Background: an optimization exercise with open tools, aiming at small area, a short achievable clock period and few clock cycles. Do not read the settings as production practice.
Only simulation tests tie the RTL to the original design; equivalence was not proved.
No activity file was given, so power comes from the tool's default toggle rates.

**design/flow/design.v**
```verilog
module Core (
    clk,
    rst,
    init_PC,
    imem_addr,
    imem_rdata,
    dmem_addr,
    dmem_we,
    dmem_wdata,
    dmem_rdata,
    halted
);
input clk;
input rst;
input [7:0] init_PC;
output [7:0] imem_addr;
input [11:0] imem_rdata;
output [7:0] dmem_addr;
output dmem_we;
output [7:0] dmem_wdata;
input [7:0] dmem_rdata;
output reg halted;
reg [7:0] sa;        
reg kill;            
reg [7:0] imm;       
reg pend;            
reg z, n;
reg [3:0] cnt;       
reg [7:0] s0, s1;
reg [7:0] below;     
reg e_pushi;         
reg e_ldp;           
reg e_ldl;           
reg e_pop;           
reg e_st;
reg e_alu;
reg e_sub;
reg e_jmp, e_jz, e_jn;   
wire e_ld = e_ldp | e_ldl;
wire e_push = e_pushi | e_ld;    
wire ex_taken = e_jmp | (e_jz & z) | (e_jn & n);
reg port_x;          
reg port_f;          
assign imem_addr = sa;
assign dmem_addr = ({8{port_x}} & imm) | ({8{port_f}} & imem_rdata[7:0]);
assign dmem_we = e_st;
assign dmem_wdata = s0;
wire [3:0] rop = imem_rdata[11:8];
wire r_halt = rop[3];
wire r_jmp = (rop == 4'd3);
wire r_jz = (rop == 4'd4);
wire r_jn = (rop == 4'd5);
wire capture = ~kill & ~halted & ~ex_taken & ~e_ldl;
wire early_res = e_pushi & (r_jmp | r_jz | r_jn);
wire early_taken = e_pushi & (r_jmp | (r_jz & z) | (r_jn & n));
wire late = capture & (rop == 4'd1) & port_x;
wire nv = capture & ~r_halt;
wire n_full = e_push ? (cnt == 4'd7) : ((e_pop | e_alu) ? 1'b0 : cnt[3]);
wire [7:0] sa_inc = sa + 8'd1;
wire [7:0] alu_b = e_sub ? ~s1 : s1;
wire [7:0] alu_r = s0 + alu_b + {7'd0, e_sub};
wire [7:0] cz = {s0[6:0] | s1[6:0], 1'b0};
wire z_add = &((s0 ^ s1) ~^ cz);
wire z_sub = (s0 == s1);
always @(posedge clk) begin
    if (rst) begin
        sa <= init_PC;
        kill <= 1'b1;
        pend <= 1'b0;
        halted <= 1'b0;
        z <= 1'b0;
        n <= 1'b0;
        cnt <= 4'd0;
        s0 <= 8'd0;
        s1 <= 8'd0;
        e_pushi <= 1'b0;
        e_ldp <= 1'b0;
        e_ldl <= 1'b0;
        e_pop <= 1'b0;
        e_st <= 1'b0;
        e_alu <= 1'b0;
        e_jmp <= 1'b0;
        e_jz <= 1'b0;
        e_jn <= 1'b0;
        port_x <= 1'b0;
        port_f <= 1'b1;
    end else begin
        kill <= ex_taken | early_taken | late;
        sa <= ({8{ex_taken}} & s0) | ({8{early_taken}} & imm) |
              ({8{late}} & sa) | ({8{~(ex_taken | early_taken | late)}} & sa_inc);
        if (capture & r_halt)
            halted <= 1'b1;
        pend <= e_ldl;
        e_pushi <= nv & (rop == 4'd0) & ~n_full;
        e_ldp <= nv & (rop == 4'd1) & ~n_full & ~port_x;
        e_ldl <= nv & (rop == 4'd1) & ~n_full & port_x;
        e_pop <= nv & ((rop[3:1] == 3'b001) | (rop[3:1] == 3'b010));
        e_st <= nv & (rop == 4'd2);
        port_x <= nv & ((rop == 4'd2) | ((rop == 4'd1) & ~n_full & port_x));
        port_f <= ~(nv & ((rop == 4'd2) | ((rop == 4'd1) & ~n_full & port_x)));
        e_alu <= nv & (rop[3:1] == 3'b011);
        e_jmp <= nv & ~early_res & (rop == 4'd3);
        e_jz <= nv & ~early_res & (rop == 4'd4);
        e_jn <= nv & ~early_res & (rop == 4'd5);
        if (e_push)
            cnt <= cnt + 4'd1;
        else if (e_pop & (cnt != 4'd0))
            cnt <= cnt - 4'd1;
        else if (e_alu & (cnt != 4'd1))
            cnt <= (cnt == 4'd0) ? 4'd1 : cnt - 4'd1;
        if (e_pushi)
            s0 <= imm;
        else if (e_pop)
            s0 <= s1;
        else if (e_alu)
            s0 <= alu_r;
        else if (e_ld | pend)
            s0 <= dmem_rdata;
        if (e_push)
            s1 <= s0;
        else if (e_pop | e_alu)
            s1 <= below;
        if (e_alu) begin
            z <= e_sub ? z_sub : z_add;
            n <= alu_r[7];
        end
    end
end
always @(posedge clk) begin
    imm <= imem_rdata[7:0];
    e_sub <= (rop == 4'd7);
end
reg [7:0] f0, f1, f2, f3, f4, f5;
always @(posedge clk) begin
    if (e_push) begin
        case (cnt)
            4'd2: f0 <= s1;
            4'd3: f1 <= s1;
            4'd4: f2 <= s1;
            4'd5: f3 <= s1;
            4'd6: f4 <= s1;
            4'd7: f5 <= s1;
            default: ;
        endcase
    end
end
always @(*) begin
    case (cnt)
        4'd3: below = f0;
        4'd4: below = f1;
        4'd5: below = f2;
        4'd6: below = f3;
        4'd7: below = f4;
        4'd8: below = f5;
        default: below = 8'd0;
    endcase
end
endmodule
```
**design/flow/flow/run.sh**
```bash
#!/bin/bash
# The standard layout (the standard.sh), except that the port buffers
# are sky130_fd_sc_hd__buf_1 cells rather than the delay buffers that
# buffer_ports picks by default. make's full output goes to standard.log;
# ORFS keeps each step's own log under orfs/logs/.
set -euo pipefail
export BUFFER_PORTS_ARGS="-buffer_cell sky130_fd_sc_hd__buf_1"
bash standard.sh > standard.log 2>&1
```
**design/flow/standard.sh**
```bash
#!/bin/bash
# synth_recipe.tcl (not shown) runs the flow's synth.tcl, then flattens the netlist and writes it again
# the make line also repeats each setting of config.mk as NAME=value (left out here)
make -C /OpenROAD-flow-scripts/flow DESIGN_CONFIG=/design/flow/config.mk WORK_HOME=/design/flow/orfs CLKGATE_MAP_FILE= SYNTH_SCRIPT=/design/flow/synth_recipe.tcl "${@:-finish}"
```
**design/flow/config.mk**
```make
export PLATFORM = sky130hd
export DESIGN_NAME = Core
export DESIGN_NICKNAME = Core
export VERILOG_FILES = /design/flow/design.v
export SDC_FILE = /design/flow/constraint.sdc
export NUM_CORES = 4
export LEC_CHECK = 0
export ABC_AREA = 1
export ABC_CLOCK_PERIOD_IN_PS = 1900
export CAP_MARGIN = 20
export CORE_MARGIN = 2
export CORE_UTILIZATION = 60
export CTS_BUF_LIST = sky130_fd_sc_hd__clkbuf_4 sky130_fd_sc_hd__clkbuf_8
export GPL_TIMING_DRIVEN = 0
export SETUP_SLACK_MARGIN = 2.05
export SLEW_MARGIN = 20
export TNS_END_PERCENT = 30
```
**design/flow/constraint.sdc**
```tcl
create_clock -name core_clock -period 4.0 [get_ports {clk}]
set_input_delay 0.8000 -clock core_clock [delete_from_list [all_inputs] [get_ports {clk}]]
set_output_delay 0.8000 -clock core_clock [all_outputs]
set_load 0.01 [all_outputs]
```
==> results.sh, run 1 <==
export IMPL_fp_dieW_um=95.6
export IMPL_first_global_vias=4082
export IMPL_clock_latency_ns=0.36
export IMPL_gp_congestion=0.938
export IMPL_path_class="primary input to output pin"
export IMPL_timing_final_ws_setup_ns=2.01
export IMPL_root_buffer="clkbuf_8"
export IMPL_wl_um=12500
export IMPL_netlist_instances=552
export IMPL_ff2ff_path_depth=4
export IMPL_period_share_pct=49.8
export IMPL_max_slew_margin_pct=44.5
export IMPL_path_max_fanout=2
export IMPL_p_leak_nw=2.25
export IMPL_grt_first_pass_wirelength_um=20200
export IMPL_numCtsBuffers=9
export IMPL_h_tree_depth=3
export IMPL_drv_slew=0
export IMPL_synth_top_area_share_pct=28.6
export IMPL_io_pins=56
export IMPL_hold_path_endpoint="n$_SDFFE_PP0P_"
export IMPL_die_h_um=95.6
export IMPL_cap_violations=0
export IMPL_rows=33
export IMPL_placed_cell_area_mm2=0.00537
export IMPL_ys_seq_area_share_pct=49.7
export IMPL_worstPathCellList="buf_1 > a22o_1 > buf_2"
export IMPL_synthTopCellsByCount="104 x nand2_1, 57 x a21oi_1, 54 x inv_1"
export IMPL_fin_cells=733
export IMPL_worstMarginPinSlew_ns=0.829
export IMPL_worst_setup_path_start_kind="primary input"
export IMPL_cp_slowest_cell="a22o_1"
export IMPL_areaGrowthSynthToFinish_pct=12.6
export IMPL_final_area_mm2=0.00567
export IMPL_layout_drive_gt1_share_pct=13.5
export IMPL_start_util_pct=61.6
export IMPL_hold_path_class="register to register"
export IMPL_grt_max_degree=18
export IMPL_antenna_cells=0
export IMPL_r2r_start="e_pushi$_SDFF_PP0_"
export IMPL_coreArea_mm2=0.00818
export IMPL_path_buf_inv=2
export IMPL_drtIter0Drc=323
export IMPL_clock_sinks=101
export IMPL_synthArstFlopShare_pct=0
export IMPL_powerDensity_mw_per_mm2=369
export IMPL_final_setup_skew_ns=0.00992
export IMPL_finalHoldViolations=0
export IMPL_setup_violations=0
export IMPL_end_kind="output pin"
export IMPL_dieArea_mm2=0.00914
export IMPL_r2r_end="f4[3]$_DFFE_PP_"
export IMPL_dp_cells=712
export IMPL_grt_ovfl_total=0
export IMPL_fin_hold_ws_ns=0.515
export IMPL_r2r_slack_ns=2.05
export IMPL_synth_edff_count=48
export IMPL_cts_tree="built"
export IMPL_nNetsFinal=672
export IMPL_rsz0062_at_grt="true"
export IMPL_final_util_pct=69.3
export IMPL_critical_path_top_delay_family="buffers and inverters"
export IMPL_dpl_hpwl_um=9310
export IMPL_cts_path_max_buffers=2
export IMPL_routed_via_density=5.80
export IMPL_path_clk_slew_ns=0.10
export IMPL_wl_per_cell_um=17.1
export IMPL_cp_num_cells=3
export IMPL_synth_area_leaders="edfxtp_1 29%, dfxtp_1 21%, nand2_1 7.8%"
export IMPL_hold_path_depth=2
export IMPL_ys_ff_latch=101
export IMPL_critPathRequiredTime_ns=3.20
export IMPL_min_from="n$_SDFFE_PP0P_"
export IMPL_synth_top_area_cell="edfxtp_1"
export IMPL_post_place_ws_ns=1.67
export IMPL_port_buffers=55
export IMPL_yosysMostFrequentCell="nand2_1"
export IMPL_p_total_mw=2.09
export IMPL_layout_min_cycle_time_ns=1.99
export IMPL_status="finished clean"
export IMPL_firstDrtPassIters=5
export IMPL_syn_nets=601
export IMPL_avgSynthCellArea_um2=9.12
export IMPL_antenna_left=0
export IMPL_fillers=682
export IMPL_vdd_drop_max_mv=0.208
export IMPL_tns_ns=0
export IMPL_ys_types=55
export IMPL_synth_ff_type="dfxtp_1"
export IMPL_fmax_mhz=502
export IMPL_slowest_delay_ns=0.17
export IMPL_antenna_found_initial=0
export IMPL_vias=4251
export IMPL_grt_usage_pct=29.3
export IMPL_yosysWarnings=1
export IMPL_drcViolationCount=0
export IMPL_arrival_ns=1.19
export IMPL_syn_cell_area_mm2=0.00503
## report_power, final
part / total [mW] / leakage [nW] / internal [mW] / switching (mW)
Combinational: 0.269 / 1.30 / 0.108 / 0.161
Clock: 0.652 / 0.0929 / 0.301 / 0.351
Sequential: 1.17 / 0.854 / 1.11 / 0.0550
Total: 2.09 / 2.25 / 1.52 / 0.568
## cell families after synthesis
family | Yosys count | share of synthesized area (%)
buffers and inverters | 75 | 6.04
adder cells (fa/ha/maj) | 19 | 4.87
flip-flops | 101 | 49.7
XOR/XNOR | 15 | 2.61
AO/OA/AOI/OAI | 134 | 16.8
AND/OR/NAND/NOR | 208 | 20.0
## how the worst max path moves through the flow
stage	from	endpoint	slack, ns
6_report	imem_rdata[0]	dmem_addr[0]	2.01
5_1_grt	e_sub$_DFF_P_	s0[7]$_SDFFE_PP0P_	1.94
4_1_cts	imem_rdata[0]	dmem_addr[0]	2.01
3_5_place_dp	rst	s0[6]$_SDFFE_PP0P_	1.67
3_3_place_gp	rst	s1[5]$_SDFFE_PP0P_	1.67
2_1_floorplan	imem_rdata[0]	dmem_addr[0]	2.18
## routing by layer
metal	vias to the layer above	GRT usage, %	part of all wire (%)
li1	2069	-	-
met1	1991	35.9	41
met2	156	50.5	49
met3	35	4.82	6.3
met4	0	13.3	2.8
met5	-	0	0
## placed cells by master (no fill, tap or decap), types with 4 or more instances in the layout
master / synthesis / layout
xor2_1: 14 / 13
buf_1: 0 / 48
nor2_1: 32 / 30
o221ai_1: 10 / 10
edfxtp_1: 48 / 48
nand2_1: 104 / 104
a22o_1: 13 / 13
nor3_1: 6 / 6
buf_2: 4 / 10
a21oi_2: 2 / 4
nand2_2: 6 / 6
nor2_4: 5 / 5
o21ai_0: 23 / 22
ha_1: 18 / 18
inv_2: 8 / 8
clkinvlp_4: 0 / 4
dfxtp_1: 53 / 45
dfxtp_2: 0 / 7
a41oi_1: 5 / 5
clkbuf_8: 0 / 9
nand4_1: 7 / 7
buf_4: 2 / 6
nor2_2: 3 / 5
nand3_1: 28 / 28
a21oi_1: 57 / 55
inv_1: 54 / 54
## layout make-up
cell class	instances	area (um2)	share of cell area [%]
clock inverters	6	70.1	1.24
well taps	105	131	2.32
plain buffers	11	75.1	1.32
inverters	64	246	4.35
clock buffers	10	131	2.32
repair buffers	60	253	4.46
flip-flops and latches	101	2510	44.4
multi-input cells	376	2250	39.6
## worst register-to-register path, delay by kind of cell, from the launching register on
kind | cells | cell delay, ns
buffers and inverters | 2 | 0.35
DFF | 1 | 0.50
and+or+nand+nor | 2 | 0.72
## repair_timing
| item | in CTS | in global routing |
|---|---|---|
| gates resized for setup | 12 | 16 |
| hold buffers | 0 | 0 |
| setup endpoints to repair | 22 | 73 |
| pin swaps | 6 | 1 |
| buffers inserted | 1 | 4 |
Testbench counts, summed over its fixed seeds: cycles 36,554.
==> run 2, diff against run 1 <==
--- a/design/flow/config.mk
+++ b/design/flow/config.mk
@@ -7,11 +7,11 @@
 export LEC_CHECK = 0
 export ABC_AREA = 1
 export ABC_CLOCK_PERIOD_IN_PS = 1900
-export CAP_MARGIN = 20
+export CAP_MARGIN = 5
 export CORE_MARGIN = 2
 export CORE_UTILIZATION = 60
 export CTS_BUF_LIST = sky130_fd_sc_hd__clkbuf_4 sky130_fd_sc_hd__clkbuf_8
 export GPL_TIMING_DRIVEN = 0
-export SETUP_SLACK_MARGIN = 2.05
-export SLEW_MARGIN = 20
+export SETUP_SLACK_MARGIN = 2.0
+export SLEW_MARGIN = 5
 export TNS_END_PERCENT = 30
==> run 2 against run 1 <==
  * Synthesized cell count did not move
  * Die area did not move
  * Routed wire length rose by 0.72%
  * Largest power group unchanged
  * Via count fell by 0.54%
  * Utilization fell by 0.12 points
  * Critical path type unchanged
  * Still clean
  * Clock power barely moved
  * Clock-buffer cell count did not move
==> results.sh, run 2 <==
export IMPL_final_common_cell="nand2_1"
export IMPL_end_kind="output pin"
export IMPL_p_total_mw=2.09
export IMPL_ys_types=55
export IMPL_routed_via_density=5.77
export IMPL_hold_path_depth=2
export IMPL_syn_nets=601
export IMPL_dieArea_mm2=0.00914
export IMPL_p_switching_mw=0.569
export IMPL_max_slew_margin_pct=45.3
export IMPL_antenna_cells=0
export IMPL_antenna_found_initial=0
export IMPL_ff2ff_path_depth=4
export IMPL_avgSynthCellArea_um2=9.12
export IMPL_synth_area_leaders="edfxtp_1 29%, dfxtp_1 21%, nand2_1 7.8%"
export IMPL_p_comb_share_pct=12.9
export IMPL_status="finished clean"
export IMPL_pwr_share_clk_pct=31.3
export IMPL_antenna_left=0
export IMPL_cts_path_max_buffers=2
export IMPL_syn_cell_area_mm2=0.00503
export IMPL_netlist_instances=552
export IMPL_hold_path_class="register to register"
export IMPL_coreArea_mm2=0.00818
export IMPL_cts_hold_buf=0
export IMPL_worstMarginPinSlew_ns=0.817
export IMPL_synthArstFlopShare_pct=0
export IMPL_synth_top_area_share_pct=28.6
export IMPL_powerDensity_mw_per_mm2=369
export IMPL_drcViolationCount=0
export IMPL_switching_share_pct=27.2
export IMPL_arrival_ns=1.20
export IMPL_wl_um=12600
export IMPL_worst_setup_path_start_kind="primary input"
export IMPL_synth_ff_type="dfxtp_1"
export IMPL_grt_usage_pct=29.3
export IMPL_gp_congestion=0.938
export IMPL_root_buffer="clkbuf_8"
export IMPL_io_pins=56
export IMPL_yosysMostFrequentCell="nand2_1"
export IMPL_dpl_hpwl_um=9310
export IMPL_synthTopCellsByCount="104 x nand2_1, 57 x a21oi_1, 54 x inv_1"
export IMPL_synth_edff_count=48
export IMPL_layout_drive_gt1_share_pct=12.6
export IMPL_synth_top_area_cell="edfxtp_1"
export IMPL_fp_dieW_um=95.6
export IMPL_grt_ovfl_total=0
export IMPL_firstDrtPassIters=5
export IMPL_numCtsBuffers=9
export IMPL_drv_slew=0
export IMPL_die_h_um=95.6
export IMPL_clock_sinks=101
export IMPL_start_util_pct=61.6
export IMPL_worstPathCellList="buf_1 > a22o_1 > buf_1"
export IMPL_rsz0062_at_grt="true"
export IMPL_drtIter0Drc=335
export IMPL_critPathRequiredTime_ns=3.20
export IMPL_cp_slowest_cell="a22o_1"
export IMPL_layout_common_cells="104 x nand2_1, 55 x a21oi_1, 54 x inv_1, 54 x buf_1, 48 x edfxtp_1"
export IMPL_rows=33
export IMPL_layout_min_cycle_time_ns=2.00
export IMPL_setup_violations=0
export IMPL_final_setup_skew_ns=0.0107
export IMPL_nNetsFinal=672
export IMPL_port_buffers=55
export IMPL_path_max_fanout=2
export IMPL_ys_ff_latch=101
export IMPL_path_class="primary input to output pin"
export IMPL_cap_violations=0
export IMPL_wl_per_cell_um=17.2
export IMPL_p_seq_share_pct=55.9
export IMPL_clock_latency_ns=0.36
export IMPL_internal_power_mw=1.52
export IMPL_finalHoldViolations=0
export IMPL_vdd_drop_max_mv=0.202
export IMPL_tns_ns=0
export IMPL_period_share_pct=50.0
export IMPL_h_tree_depth=3
export IMPL_p_leak_nw=2.23
export IMPL_slowest_delay_ns=0.19
export IMPL_path_clk_slew_ns=0.10
export IMPL_vias=4228
export IMPL_first_global_vias=4079
export IMPL_worst_path_most_repeated_cell="buf_1"
export IMPL_cts_tree="built"
export IMPL_grt_max_degree=18
export IMPL_areaGrowthSynthToFinish_pct=12.4
export IMPL_fmax_mhz=500
export IMPL_grt_first_pass_wirelength_um=20200
export IMPL_ys_seq_area_share_pct=49.7
export IMPL_yosysWarnings=1
## run 2: cell counts after synthesis
Identical to the previous run, type by type.
## run 2: power by group through the flow
stage          clock network [mW]  logic (mW)  registers, mW
6_report                    0.653       0.269           1.17
5_1_grt                     0.701       0.303           1.17
4_1_cts                     0.655       0.261           1.17
3_5_place_dp                    0       0.258           1.19
3_3_place_gp                    0       0.254           1.19
2_1_floorplan                   0       0.179           1.18
## run 2: area by class of cell
cell class,instances,area [um2]
Inverter,64,246
Tap cell,105,131
Multi-Input combinational cell,376,2250
Clock buffer,10,131
Buffer,11,75.1
Timing Repair Buffer,60,243
Clock inverter,6,70.1
Sequential cell,101,2510
Fill cell,682,2520
## run 2: kinds of logic (layout without fill, tap and decap cells)
group	count (synthesis)	after routing	synth area share, %
AND/OR/NAND/NOR	208	208	20.0
AO/OA/AOI/OAI	134	134	16.8
flip-flops	101	101	49.7
buffers and inverters	75	151	6.04
adder cells (fa/ha/maj)	19	19	4.87
XOR/XNOR	15	15	2.61
## run 2: metrics by stage
step	util, %	setup slack [ns]	cell area, um2	std cells	hold WS, ns
after floorplan	-	2.18	5030	552	0.469
after global placement	65.7	1.67	5370	712	0.498
after detailed placement	65.7	1.67	5370	712	0.503
after CTS	68.2	1.96	5580	728	0.517
after global routing	69.2	1.92	5660	733	0.529
final	69.2	2.00	5660	733	0.517
## run 2: final timing paths
kind                            from               to  slack (ns)
hold reg to reg       n$_SDFFE_PP0P_   n$_SDFFE_PP0P_        0.52
setup reg to reg  e_pushi$_SDFF_PP0_  f0[2]$_DFFE_PP_        2.06
hold / removal        n$_SDFFE_PP0P_   n$_SDFFE_PP0P_        0.52
setup / recovery       imem_rdata[2]     dmem_addr[2]        2.00
## run 2: metal layers
layer	wire [um]	vias up	track usage, %
met5	0	-	0
met4	311	0	13.3
met3	712	30	4.82
met2	6330	146	50.4
met1	5260	1982	35.9
li1	-	2070	-
## run 2: critical path, delay by kind of cell
family	cells	cell delay, ns
buffers and inverters	2	0.20
AOI/OAI and AO/OA	1	0.19
## run 2: timing repair
action,4_1_cts,5_1_grt
endpoints found under the hold margin,0,0
endpoints found under the setup margin,11,48
resized for setup,3,23
setup buffers,0,4
cloned,0,1
pin swaps,0,1
==> run 3, diff against run 2 <==
==> design/flow/config.mk (replaced) <==
export PLATFORM = sky130hd
export DESIGN_NAME = Core
export DESIGN_NICKNAME = Core
export VERILOG_FILES = /design/flow/design.v
export SDC_FILE = /design/flow/constraint.sdc
export NUM_CORES = 4
export LEC_CHECK = 0
export ABC_AREA = 1
export ABC_CLOCK_PERIOD_IN_PS = 1900
export CAP_MARGIN = 20
export CORE_MARGIN = 2
export CORE_UTILIZATION = 75
export CTS_BUF_LIST = sky130_fd_sc_hd__clkbuf_8 sky130_fd_sc_hd__clkbuf_16
export CTS_CLUSTER_DIAMETER = 100
export CTS_CLUSTER_SIZE = 40
export SETUP_SLACK_MARGIN = 2.0
export SLEW_MARGIN = 20
export TNS_END_PERCENT = 30
==> run 3 against run 2 <==
  * Still clean on timing, DRC and antenna
  * Worst setup slack worse by 0.080 ns
  * Clock-buffer cell count down 1
  * Non-clock buffer count down 8
  * Synthesized cell count unchanged
  * Combinational power up 3%
  * Total power up 1.5%
  * Global-route usage up 8.3 points
  * Flip-flop and latch count unchanged
  * Via count up 8.9%
  * Sequential share of layout area up 0.28 points
  * Hold slack worse by 0.0043 ns
  * First-iteration DRC count up 77%
  * Critical path type is now register to register
  * Highest routed layer unchanged
==> results.sh, run 3 <==
export IMPL_status="finished clean"
export IMPL_synth_compound_area_share_pct=16.8
export IMPL_path_max_fanout=16
export IMPL_clock_latency_ns=0.37
export IMPL_fp_dieW_um=85.9
export IMPL_timing_final_ws_setup_ns=1.92
export IMPL_tns_ns=0
export IMPL_path_clk_slew_ns=0.09
export IMPL_fillers=312
export IMPL_root_buffer="clkbuf_8"
export IMPL_clock_sinks=101
export IMPL_grt_use_met1_pct=48.6
export IMPL_synthTopCellsByCount="104 x nand2_1, 57 x a21oi_1, 54 x inv_1"
export IMPL_fin_cells=698
export IMPL_top_usage_layer="met2"
export IMPL_final_util_pct=88.1
export IMPL_firstDrtPassIters=5
export IMPL_syn_nets=601
export IMPL_routed_via_density=6.60
export IMPL_coreArea_mm2=0.00642
export IMPL_finalHoldViolations=0
export IMPL_rows=29
export IMPL_io_pins=56
export IMPL_layout_min_cycle_time_ns=2.08
export IMPL_worstMarginPinSlew_ns=0.847
export IMPL_cts_tree="built"
export IMPL_layout_drive_gt1_share_pct=13.5
export IMPL_wl_per_cell_um=19.7
export IMPL_synth_edff_count=48
export IMPL_ys_ff_latch=101
export IMPL_rsz0062_at_grt="true"
export IMPL_antenna_left=0
export IMPL_numCtsBuffers=9
export IMPL_post_place_ws_ns=1.74
export IMPL_final_setup_skew_ns=0.0128
export IMPL_nNetsFinal=665
export IMPL_critPathRequiredTime_ns=3.99
export IMPL_powerDensity_mw_per_mm2=375
export IMPL_avgSynthCellArea_um2=9.12
export IMPL_start_util_pct=78.4
export IMPL_final_common_cell="nand2_1"
export IMPL_areaGrowthSynthToFinish_pct=12.4
export IMPL_netlist_instances=552
export IMPL_drcViolationCount=0
export IMPL_syn_cell_area_mm2=0.00503
export IMPL_port_buffers=55
export IMPL_p_total_mw=2.12
export IMPL_layout_common_cells="103 x nand2_1, 55 x buf_1, 54 x inv_1"
export IMPL_dieArea_mm2=0.00738
export IMPL_antenna_found_initial=0
export IMPL_period_share_pct=52.0
export IMPL_grt_usage_pct=37.6
export IMPL_synth_top_area_cell="edfxtp_1"
export IMPL_synthSimpleGateAreaFrac_pct=20.0
export IMPL_end_kind="register"
export IMPL_synth_area_leaders="edfxtp_1 29%, dfxtp_1 21%, nand2_1 7.8%"
export IMPL_dp_cells=674
export IMPL_yosysMostFrequentCell="nand2_1"
export IMPL_max_slew_margin_pct=43.3
export IMPL_path_class="register to register"
export IMPL_fmax_mhz=481
export IMPL_die_h_um=85.9
export IMPL_yosysWarnings=1
export IMPL_cts_path_max_buffers=2
export IMPL_met2_usage_pct=60.0
export IMPL_hold_path_class="register to register"
export IMPL_synth_ff_type="dfxtp_1"
export IMPL_setup_violations=0
export IMPL_gp_congestion=0.960
export IMPL_first_global_vias=4323
export IMPL_grt_ovfl_total=0
export IMPL_cts_hold_buf=0
export IMPL_arrival_ns=2.07
export IMPL_worst_setup_path_start_kind="register"
export IMPL_cap_violations=0
export IMPL_vias=4605
export IMPL_h_tree_depth=3
export IMPL_ys_types=55
export IMPL_synth_adder_area_share_pct=4.87
export IMPL_grt_max_degree=29
export IMPL_ys_seq_area_share_pct=49.7
export IMPL_synth_top_family_by_area="simple AND/OR/NAND/NOR gates"
export IMPL_dpl_hpwl_um=9320
export IMPL_synth_area_mux_share_pct=0
export IMPL_wl_um=13700
export IMPL_use_met3_pct=6.93
export IMPL_vdd_drop_max_mv=0.333
export IMPL_synth_top_area_share_pct=28.6
export IMPL_grt_first_pass_wirelength_um=21200
export IMPL_antenna_cells=0
export IMPL_p_leak_nw=2.22
export IMPL_synthArstFlopShare_pct=0
export IMPL_synth_xor_area_share_pct=2.61
export IMPL_drv_slew=0
export IMPL_drtIter0Drc=593
==> run 3: kinds of logic (layout without fill, tap and decap cells) <==
logic type	Yosys count	count (layout)
AO/OA/AOI/OAI	134	134
buffers and inverters	75	143
adder cells (fa/ha/maj)	19	19
AND/OR/NAND/NOR	208	209
flip-flops	101	101
XOR/XNOR	15	15
==> run 3: final cells by class <==
type                    instances  area [um2]  area share [%]
flip-flops and latches        101        2530            44.7
multi-input cells             377        2300            40.7
repair buffers                 63         280            4.95
inverters                      64         246            4.36
clock buffers                   9         124            2.19
well taps                      77        96.3            1.70
clock inverters                 7        78.8            1.39
==> run 3: metrics by stage <==
| stage | hold WS (ns) | area (um2) |
|---|---|---|
| 5_1_grt | 0.522 | 5660 |
| 3_5_place_dp | 0.495 | 5280 |
| 2_1_floorplan | 0.469 | 5030 |
| 6_report | 0.513 | 5660 |
| 3_3_place_gp | 0.493 | 5280 |
| 4_1_cts | 0.507 | 5540 |
==> run 3: metal layers <==
layer	routed length (um)	share of wire (%)
met2	6470	47
met5	0	0
met3	1320	9.6
met4	754	5.5
met1	5200	38
==> run 3: path summary, 6_finish.rpt <==
| check | slack, ns | to | startpoint | cells past startpoint |
|---|---|---|---|---|
| worst max-delay path | 1.92 | f0[6]$_DFFE_PP_ | e_pushi$_SDFF_PP0_ | 3 |
| worst min-delay path | 0.51 | n$_SDFFE_PP0P_ | n$_SDFFE_PP0P_ | 2 |
| worst max register to register | 1.92 | f0[6]$_DFFE_PP_ | e_pushi$_SDFF_PP0_ | 3 |
| worst min register to register | 0.51 | n$_SDFFE_PP0P_ | n$_SDFFE_PP0P_ | 2 |
==> run 3: critical path, stage by stage, from the launching register on <==
cell and delay [ns]:
dfxtp_1 0.75, nor3_4 0.14, buf_12 0.18, nor2_1 0.64
==> run 3: report_power, final <==
part / total, mW / switching, mW / internal, mW
combinational: 0.277 / 0.169 / 0.108
clock: 0.669 / 0.371 / 0.298
sequential: 1.18 / 0.0641 / 1.11
total: 2.12 / 0.605 / 1.52
==> run 3: what timing repair did <==
item | in CTS | in global routing
setup endpoints to repair | 28 | 68
gates resized for setup | 10 | 26
pin swaps | 1 | 4
buffers inserted | 2 | 5
gates cloned | 1 | 0

-- re-timing with driven ports --
Ports are ideal in the flow. The routed layouts listed here were re-timed in OpenROAD.
Step 1, drivers: a clkbuf_16 drives clk and a buf_2 each remaining input, both assumed.
Step 2 also shifts input and output timing later by t, the mid clock arrival at the registers, as if the neighbouring blocks saw the same clock.
Three values: no drivers, after step 1, after step 2; two values: the first two.
run	t (ns)	slack for setup (ns)	clock arrival spread, ns	cell pins on the clock port's net
run 1	0.387	2.006 / 1.985 / 1.773	0.011 / 0.011	1
run 2	0.389	2.000 / 1.977 / 1.748	0.012 / 0.011	1
run 3	0.393	1.921 / 1.921 / 1.740	0.014 / 0.014	1
After both steps every run listed still meets setup and hold. The setup slack of run 2, which loses most, moves by -0.023 ns with the drivers and by -0.252 ns with both steps.
